What follows belongs to an exercise in optimizing a design on an open flow for small area; a production flow would make more cautious choices. In this exercise RTL edits were held to simulation tests only and were not proved equivalent to the original. The flow treats the clock pin as an ideal source, which a real chip does not have. Power figures rest on the tool's default switching activity, not on a simulated workload.

[design/flow/flow/run.sh]
#!/bin/bash
# Own layout flow: the standard layout (standard.sh) with these changes:
#  - synthesis maps logic with an area-oriented ABC script (flow/area.abc) and skips the
#    adder extraction; registers are inferred and mapped exactly as in the standard synthesis
#  - ports are buffered with the smallest buffer cell; tie cells are not split per load
#  - the clock tree is built by flow/cts_pre.tcl before CTS (MCT_NLEAF leaf buffers, each
#    driving the registers of one region of the placement, optionally behind one root buffer);
#    TritonCTS then finds the clock already buffered and adds nothing
# make's full output goes to make.log in the work folder; ORFS's per-step logs are under orfs/logs.
set -euo pipefail
HERE=$(pwd)
export MY_ABC_SCRIPT="$HERE/flow/area.abc"
export MCT_CLOCK_PORT=clk_i
export MCT_LEAF=sky130_fd_sc_hd__clkbuf_4
export MCT_NLEAF=9
export MCT_ROOT=sky130_fd_sc_hd__clkbuf_2
bash standard.sh \
  "SYNTH_SCRIPT=$HERE/flow/synth.tcl" \
  "ADDER_MAP_FILE=" \
  "SKIP_REPAIR_TIE_FANOUT=1" \
  "BUFFER_PORTS_ARGS=-buffer_cell sky130_fd_sc_hd__buf_1" \
  "PRE_CTS_TCL=$HERE/flow/cts_pre.tcl" \
  "CTS_ARGS=-sink_clustering_enable -repair_clock_nets -dont_use_dummy_load" \
  finish > "$HERE/make.log" 2>&1
[design/flow/config.mk]
export PLATFORM = sky130hd
export DESIGN_NAME = Top_module
export DESIGN_NICKNAME = Top_module
export VERILOG_FILES = /design/flow/design.v
export SDC_FILE = /design/flow/constraint.sdc
export NUM_CORES = 4
export LEC_CHECK = 0
export CAP_MARGIN = 20
export CORE_MARGIN = 2
export CORE_UTILIZATION = 60
export PLACE_DENSITY = 0.85
export SLEW_MARGIN = 20
[design/flow/flow/cts_pre.tcl]
# Manual clock buffering: the clock sinks are split into groups by position (recursive
# bisection of the placement, alternating x and y, into groups of nearly equal size), one clock buffer per group at its centroid.
proc mct_split {items axis ngroup} {
  if {$ngroup <= 1} { return [list $items] }
  set s [lsort -integer -index $axis $items]
  set ga [expr {$ngroup / 2}]
  set h [expr {[llength $s] * $ga / $ngroup}]
  set na [expr {1 - $axis}]
  return [concat [mct_split [lrange $s 0 [expr {$h - 1}]] $na $ga] \
                 [mct_split [lrange $s $h end] $na [expr {$ngroup - $ga}]]]
}
proc manual_clock_tree {clknet buf ngroup} {
  set items {}
  foreach p [get_pins -of_objects [get_nets $clknet]] {
    if {[get_property $p direction] != "input"} { continue }
    set loc [[[sta::sta_to_db_pin $p] getInst] getLocation]
    lappend items [list [lindex $loc 0] [lindex $loc 1] [get_full_name $p]]
  }
  # split along the longer side first
  set xs [lsort -integer [lmap it $items {lindex $it 0}]]
  set ys [lsort -integer [lmap it $items {lindex $it 1}]]
  set axis [expr {([lindex $xs end] - [lindex $xs 0]) >= ([lindex $ys end] - [lindex $ys 0]) ? 0 : 1}]
  set g 0
  foreach grp [mct_split $items $axis $ngroup] {
    set sx 0; set sy 0; set names {}
    foreach it $grp { set sx [expr {$sx + [lindex $it 0]}]; set sy [expr {$sy + [lindex $it 1]}]; lappend names [lindex $it 2] }
    set k [llength $grp]
    set dbu [[ord::get_db_block] getDbUnitsPerMicron]
    set x [expr {double($sx) / $k / $dbu}]; set y [expr {double($sy) / $k / $dbu}]
    insert_buffer -buffer_cell $buf -net $clknet -load_pins [get_pins $names] -location [list $x $y] -buffer_name "clkman_$g" -net_name "clkman_net_$g"
    incr g
  }
}

# MCT_LEAF: leaf clock buffer cell, MCT_NLEAF: number of leaf buffers,
# MCT_ROOT (optional): one root buffer cell between the clock port and the leaf buffers.
set clknet $::env(MCT_CLOCK_PORT)
manual_clock_tree $clknet $::env(MCT_LEAF) $::env(MCT_NLEAF)
if {[info exists ::env(MCT_ROOT)] && $::env(MCT_ROOT) ne ""} {
  set loads {}
  foreach p [get_pins -of_objects [get_nets $clknet]] {
    if {[get_property $p direction] == "input"} { lappend loads $p }
  }
  set sx 0; set sy 0
  foreach p $loads { set loc [[[sta::sta_to_db_pin $p] getInst] getLocation]; set sx [expr {$sx + [lindex $loc 0]}]; set sy [expr {$sy + [lindex $loc 1]}] }
  set dbu [[ord::get_db_block] getDbUnitsPerMicron]
  set k [llength $loads]
  insert_buffer -buffer_cell $::env(MCT_ROOT) -net $clknet -load_pins $loads -location [list [expr {double($sx)/$k/$dbu}] [expr {double($sy)/$k/$dbu}]] -buffer_name clkman_root -net_name clkman_root_net
}
[design/flow/flow/synth.tcl]
proc synth {args} { yosys synth -nofsm -noshare {*}$args }
# The standard synthesis (synth_recipe.tcl), with ORFS's ABC mapping script swapped for the
# area-oriented script in MY_ABC_SCRIPT; registers and everything else are as standard.
proc abc {args} {
  set i [lsearch -exact $args -script]
  if {$i >= 0 && [info exists ::env(MY_ABC_SCRIPT)]} {
    set args [lreplace $args $i [expr {$i + 1}] -script $::env(MY_ABC_SCRIPT)]
  }
  yosys abc {*}$args
}
source $::env(SCRIPTS_DIR)/synth.tcl
# left out here: clear keep_hierarchy, flatten, clean up, hide names made inside functions, write 1_2_yosys.v
[design/flow/design.v]
`timescale 1ns / 1ps
module Seven_seg_decoder(
    input [3:0] input_digit,
    output [7:1] seg_set
    );
    localparam [15:0] S7 = 16'b1111110001010010;
    localparam [15:0] S6 = 16'b1111110001100000;
    localparam [15:0] S5 = 16'b1111110000000100;
    localparam [15:0] S4 = 16'b1111111010010010;
    localparam [15:0] S3 = 16'b1111111010111010;
    localparam [15:0] S2 = 16'b1111110010001110;
    localparam [15:0] S1 = 16'b1111110010000011;
    assign seg_set = {S7[input_digit], S6[input_digit], S5[input_digit], S4[input_digit],
                      S3[input_digit], S2[input_digit], S1[input_digit]};
endmodule
`timescale 1ns / 1ps
module Debouncer(
    input clk_i,
    input alive,
    input button,
    output p1,
    output p2,
    output p3
    );
    localparam [8:0] TV = 9'b010000111;    
    localparam [8:0] INV = 9'b010101010;
    reg P, C;
    reg [8:0] q;
    wire [8:0] c = q ^ INV;
    wire Pe = P & alive;
    wire Ce = C & alive;
    wire tc = (c == TV);
    always @(posedge clk_i)
    begin
        P <= Pe ^ (Ce & tc);
        C <= Ce ? ~tc : (Pe ^ button);
        q <= (Ce ? {c[7:0], ~(c[8] ^ c[4])} : {8'b0, ~Pe}) ^ INV;
    end
    wire high = Ce & ~Pe;
    assign p1 = high & (c == 9'b000000011);    
    assign p2 = high & (c == 9'b000000111);    
    assign p3 = high & (c == 9'b000001111);    
endmodule
`timescale 1ns / 1ps
module Main_clock(
    input clk_i,
    input alive,
    input t2,            
    input t3,            
    input h2,            
    input h3,            
    input m1,            
    output reg [3:0] hr_left,
    output reg [3:0] hr_right,
    output reg [2:0] min_left,
    output reg [3:0] min_right
    );
    localparam [14:0] INV = 15'b010101010101010;
    localparam [14:0] LV = 15'b101010101010101;
    localparam [14:0] TF = 15'b111010101001010;
    localparam [14:0] MF = 15'b000000000110000;
    localparam [14:0] TS = 15'b101001010010011;
    localparam [14:0] MS = 15'b101011111111011;
    reg mode;
    reg pm;
    reg [14:0] tq;
    wire [14:0] tc = tq ^ INV;
    reg [5:0] seconds;
    wire ht = t2;
    wire ph = h2 | (h3 & t3);
    wire hh = ph & ~ht;
    wire hm = pm & ~ht & ~ph;
    wire tick = ~ht & (mode ? ((tc & MF) == (TF & MF)) : ((tc & MS) == (TS & MS)));
    wire A = &seconds[5:2];                        
    wire B = ~A & (min_right == 4'd10);
    wire Cc = ~A & ~B & min_left[2] & min_left[1];  
    wire D = ~A & ~B & ~Cc & (hr_right == 4'd10);
    wire E = ~A & ~B & ~Cc & ~D & (hr_left == 4'd2) & (hr_right == 4'd4);
    always @(posedge clk_i)
    begin
        mode <= alive & (mode ^ ht);
        pm <= alive & (m1 | (pm & (ht | ph)));
        tq <= ((tick | ht | ~alive) ? LV : {tc[13:0], ~(tc[14] ^ tc[6])}) ^ INV;
        seconds <= (A | ~alive) ? 6'd0 : seconds + {5'd0, tick};
        min_right <= (B | ~alive) ? 4'd0 : (A | hm) ? min_right + 4'd1 : min_right;
        min_left <= ~alive ? 3'd0 : B ? min_left + 3'd1 : Cc ? 3'd0 : min_left;
        hr_right <= (D | E | ~alive) ? 4'd0 : (Cc | hh) ? hr_right + 4'd1 : hr_right;
        hr_left <= ~alive ? 4'd0 : D ? hr_left + 4'd1 : E ? 4'd0 : hr_left;
    end
endmodule
`timescale 1ns / 1ps
module Display_driver(
    input clk_i,
    input rst_i,
    input [3:0] hr_left,
    input [3:0] hr_right,
    input [2:0] min_left,
    input [3:0] min_right,
    output alive,
    output [7:0] led7_an_o,
    output [7:0] led7_seg_o
    );
    localparam [5:0] T50 = 6'b010001;
    localparam [5:0] R50 = 6'b110001;
    reg [5:0] c50;
    reg started;
    reg [8:0] r;         
    reg blink;
    reg [3:0] d;         
    wire refresh = (c50 == T50);
    assign alive = (c50 != R50);
    wire wrap = &r;
    reg [3:0] dsel;
    always @(*)
        case (r[1:0])
            2'd0: dsel = hr_left;
            2'd1: dsel = hr_right;
            2'd2: dsel = {1'b0, min_left};
            default: dsel = min_right;
        endcase
    always @(posedge clk_i or posedge rst_i)
    begin
        if(rst_i)
        begin
            c50 <= R50;
            started <= 1'b0;
        end
        else
        begin
            c50 <= {c50[4:0], ~(c50[5] ^ c50[0]) ^ refresh};
            started <= started | refresh;
        end
    end
    always @(posedge clk_i)
    begin
        if (~alive)
            r <= 9'd112;
        else if (refresh)
            r <= wrap ? 9'd112 : r + 9'd1;
        blink <= alive & (blink ^ (refresh & wrap));
        if (refresh)
            d <= dsel;
    end
    wire [7:1] seg;
    Seven_seg_decoder dec(d, seg);
    assign led7_an_o[7:4] = 4'b1111;
    assign led7_an_o[3] = started & (r[1:0] != 2'd1);
    assign led7_an_o[2] = started & (r[1:0] != 2'd2);
    assign led7_an_o[1] = started & (r[1:0] != 2'd3);
    assign led7_an_o[0] = started & (r[1:0] != 2'd0);
    assign led7_seg_o[7:1] = started ? seg : 7'd0;
    assign led7_seg_o[0] = started & ((r[1:0] != 2'd2) | blink);
endmodule
`timescale 1ns / 1ps
module Top_module(
    input clk_i,
    input rst_i,
    input button_hr_i,
    input button_min_i,
    input button_test_i,
    output [7:0] led7_an_o,
    output [7:0] led7_seg_o
    );
    wire [3:0] hr_left;
    wire [3:0] hr_right;
    wire [2:0] min_left;
    wire [3:0] min_right;
    wire h1, h2, h3, m1, m2, m3, t1, t2, t3;
    wire alive;      
    Debouncer hr_up(.clk_i(clk_i), .alive(alive), .button(button_hr_i), .p1(h1), .p2(h2), .p3(h3));
    Debouncer min_up(.clk_i(clk_i), .alive(alive), .button(button_min_i), .p1(m1), .p2(m2), .p3(m3));
    Debouncer testing(.clk_i(clk_i), .alive(alive), .button(button_test_i), .p1(t1), .p2(t2), .p3(t3));
    Main_clock Clock(.clk_i(clk_i), .alive(alive), .t2(t2), .t3(t3), .h2(h2), .h3(h3), .m1(m1), .hr_left(hr_left), .hr_right(hr_right), .min_left(min_left), .min_right(min_right));
    Display_driver Display(.clk_i(clk_i), .rst_i(rst_i), .hr_left(hr_left), .hr_right(hr_right), .min_left(min_left), .min_right(min_right), .alive(alive), .led7_an_o(led7_an_o), .led7_seg_o(led7_seg_o));
endmodule
[design/flow/flow/area.abc]
&get -n
&st
&deepsyn -T 30
&dch -f
&nf -R 1000 -p
&put
mfs2
strash
&get -n
&dch -f
&nf -R 1000 -p
&put
mfs2
strash
&get -n
&dch -f
&nf -R 1000 -p
&put
[design/flow/standard.sh]
#!/bin/bash
# synth_recipe.tcl (not shown) runs the flow's synth.tcl, then flattens the netlist and writes it again
# the make line also repeats each setting of config.mk as NAME=value (left out here)
make -C /OpenROAD-flow-scripts/flow DESIGN_CONFIG=/design/flow/config.mk WORK_HOME=/design/flow/orfs CLKGATE_MAP_FILE= SYNTH_SCRIPT=/design/flow/synth_recipe.tcl "${@:-finish}"
[design/flow/constraint.sdc]
create_clock -name core_clock -period 10.0 [get_ports {clk_i}]
set_input_delay 2.0000 -clock core_clock [delete_from_list [all_inputs] [get_ports {clk_i}]]
set_output_delay 2.0000 -clock core_clock [all_outputs]
set_load 0.01 [all_outputs]
==> run summary <==
## layout by cell type (no fill, tap or decap), types with 2 or more instances in the layout
cell type and count:
nand3_1 6, a31oi_1 2, dfrtp_1 4, buf_1 16, a22oi_1 2, or2_0 3, nor3_1 23, dfxtp_1 81
nor2b_1 6, o21a_1 3, xor2_1 10, clkinv_1 4, and3_1 8, clkbuf_4 9, nor4_1 2, xnor2_1 6
a211oi_1 2, a21oi_1 20, nand4_1 4, dfstp_2 3, o21ai_0 10, edfxtp_1 4, and4b_1 3, nor2_1 40
a311oi_1 3, nand2_1 58, mux4_2 3, and2_0 11
## cells by family (layout without fill, tap and decap cells)
logic type                count (synthesis)  after routing
xor gates and xnor gates                 16             16
and+or+nand+nor                         171            171
buffers and inverters                     8             31
muxes                                     3              3
other                                     1              1
DFF                                      92             92
AOI/OAI and AO/OA                        49             49
## sequential cells by signal (all words and copies together) (netlist names)
| name | flops |
|---|---|
| hr_up.C | 1 |
| hr_up.P | 1 |
| Clock.seconds | 6 |
| Display.started | 1 |
| Clock.hr_right | 4 |
| hr_up.q | 9 |
| min_up.P | 1 |
| min_up.q | 9 |
| min_up.C | 1 |
| Display.blink | 1 |
| Clock.pm | 1 |
| Clock.min_right | 4 |
| Clock.mode | 1 |
| testing.C | 1 |
| Clock.min_left | 3 |
| testing.q | 9 |
| Display.d | 4 |
| Clock.tq | 15 |
| Display.c50 | 6 |
| testing.P | 1 |
| Display.r | 9 |
| Clock.hr_left | 4 |
## per-stage QoR
step,cells,setup slack [ps],cell area [sq um],util [%],hold WS (ps)
global route,433,5860,3486,66.97,379.9
finish,433,5978,3486,66.97,378.7
CTS,433,6536,3486,66.97,355.2
floorplan,340,6647,3288,-,343.4
global placement,423,6594,3413,65.58,346.1
detailed placement,423,6536,3413,65.58,349.0
## area by class of cell, without the clock buffers
| class | count | share of cell area (%) |
|---|---|---|
| multi-input combinational | 240 | 37.94 |
| tap | 70 | 2.513 |
| timing repair buffer | 17 | 1.938 |
| sequential | 92 | 55.10 |
| inverter | 4 | 0.4307 |
## final timing paths
check	end	from	slack, ps
worst min-delay path	Clock.tq[12]	Clock.tq[11]	380
max in group asynchronous	Display.c50[0]	rst_i	8420
worst max register to register	Clock.hr_right[3]	testing.q[8]	7510
worst min register to register	Clock.tq[12]	Clock.tq[11]	380
worst max-delay path	led7_seg_o[2]	Display.d[0]	5980
min in group asynchronous	Display.c50[2]	rst_i	1340
## metal layers
| metal | global-route usage, % | wire (um) | vias to the layer above | part of all wire [%] |
|---|---|---|---|---|
| met5 | 0 | 0 | - | 0 |
| met4 | 5.088 | 112 | 0 | 2.0 |
| met3 | 1.379 | 173 | 9 | 3.1 |
| met2 | 30.86 | 2600 | 42 | 47 |
| met1 | 25.51 | 2635 | 1080 | 48 |
| li1 | - | - | 1220 | - |
## power breakdown
| part | total (W) | internal, W | leakage (nW) | switching [W] |
|---|---|---|---|---|
| combinational | 0.0000577 | 0.0000303 | 0.634 | 0.0000274 |
| sequential | 0.000470 | 0.000432 | 0.790 | 0.0000383 |
| clock | 0.000145 | 0.0000437 | 0.0456 | 0.000101 |
## worst max-delay path, cell delays in order, from the launching register on
cell and delay [ps]:
edfxtp_1 470, and3_1 220, or3_1 370, nand2_1 110, clkinv_1 80, o2bb2ai_1 120
buf_1 130
==> flow_summary.toml <==
[outcome]
status = "complete, no violations"

[logic_synthesis]
synthSimpleGateAreaFrac_pct = 24.70
synth_top_area_share_pct = 49.32
synthesis.nets = 345
synth.distinct_cells = 42
synth_most_common_cell = "dfxtp_1"
ys_ff_latch = 92
synth_cells = 340
synth_top_family_by_area = "simple AND/OR/NAND/NOR gates"
synth_edf_count = 4
async_flop_share_pct = 7.609
synth_compound_area_share_pct = 9.094
synthMuxAreaShare_pct = 2.055
synth_fa_ha_area_share_pct = 0
netlist_area_sq_mm = 0.003288
avgSynthCellArea_sq_um = 9.671
ys_warn_count = 3
synthTopCellsByCount = "dfxtp_1, nand2_1, nor2_1"
yosys_most_used_dff = "dfxtp_1"
synth_top_area_cell = "dfxtp_1"
synthTopCellsByArea = "dfxtp_1, nand2_1, nor2_1"
ys_seq_area_share_pct = 58.41
synth_xor_area_share_pct = 4.262

[global_route]
grt_max_degree = 19
antenna_found_initial = 0
overflow = 0
grt_pass1_vias = 2245
grt_pass1_wl_mm = 9.570
grtUsageTotal_pct = 18.25

[critical_path]
required_ps = 8000
end_kind = "output port"
start_kind = "flop"
worstPathMaxFanout = 6
reg2reg_depth = 8
arrival_ps = 2020
crit_type = "flop to output port"

[sta]
relSlewSlack_pct = 53.87
max_freq_ghz = 0.2487
fin_skew_ps = 12.92
finalMaxSlewViolations = 0
hold_viol_final = 0
rsz0062_at_grt = "no"
min_period_over_period_pct = 40.22
setup_tns_ps = 0
fin_crit_ps = 4022
setup_violations = 0
tightest_slew_ps = 682.6

[cells_and_area]
area_growth_pct = 6.012
drive_above_1_share_pct = 4.683
multi_input_area_sq_mm = 0.001323
regArea_sq_mm = 0.001921
antenna-diode-count = 0
fillers = 433
nNetsFinal = 370

[placement]
io_buffers = 16
gp_congestion = 0.7956
hpwl_mm = 4.025

[routing]
drt_wl_total_mm = 5.521
drc = 0
drt_pass1_iterations = 4
ant_nets = 0
wl_per_cell_um = 12.75
post_drt_via_cell_ratio = 5.430
vias = 2351
drt-initial-drc-count = 98

[power]
p_total_w = 0.0006723
leakage_nw = 1.470
vdd_drop_max_v = 0.0001388
powerDensity_mw_per_mm2 = 192.9

[cts]
ctsResizeCount = 0
cts_hold_buf = 0
clk_latency_ps = 510
post-cts-setup-buffer-count = 0
clk_pin_slew_worst_paths_ps = 110

[job]
cap_violations = 0

[floorplan]
die_area_sq_mm = 0.006089
core_sq_mm = 0.005205
dieHeight_um = 78.03
start_util_pct = 63.17
die_w_um = 78.03
row_count = 26
ioPinCount = 21

[worst_hold_path]
hold_depth = 1
holdCritPathClass = "flop to flop"

==> re-timing with driven ports <==
How much do the figures lean on ideal ports? The routed layout below was timed once more, with nothing changed but the port constraints.
Step 1 (the two cells are an assumption about what drives the block):
set clk [get_ports {clk_i}]
set_driving_cell -lib_cell sky130_fd_sc_hd__clkbuf_16 $clk
set_driving_cell -lib_cell sky130_fd_sc_hd__buf_2 [delete_from_list [all_inputs] $clk]
Step 2 times the ports against the registers' clock, not the clock port: input delays grow and output delays shrink by t, the midpoint of the rising clock arrivals with the driver on.
Three values: ideal, step 1, step 2; two values: the first two.
shift t [ns]: 0.522
setup slack, ns: 5.978 / 5.956 / 6.477
worst data-port slew with drivers (ns): 0.03
After both steps this run still meets setup and hold. The setup slack of this run moves by -0.022 ns with the drivers and by +0.499 ns with both steps.
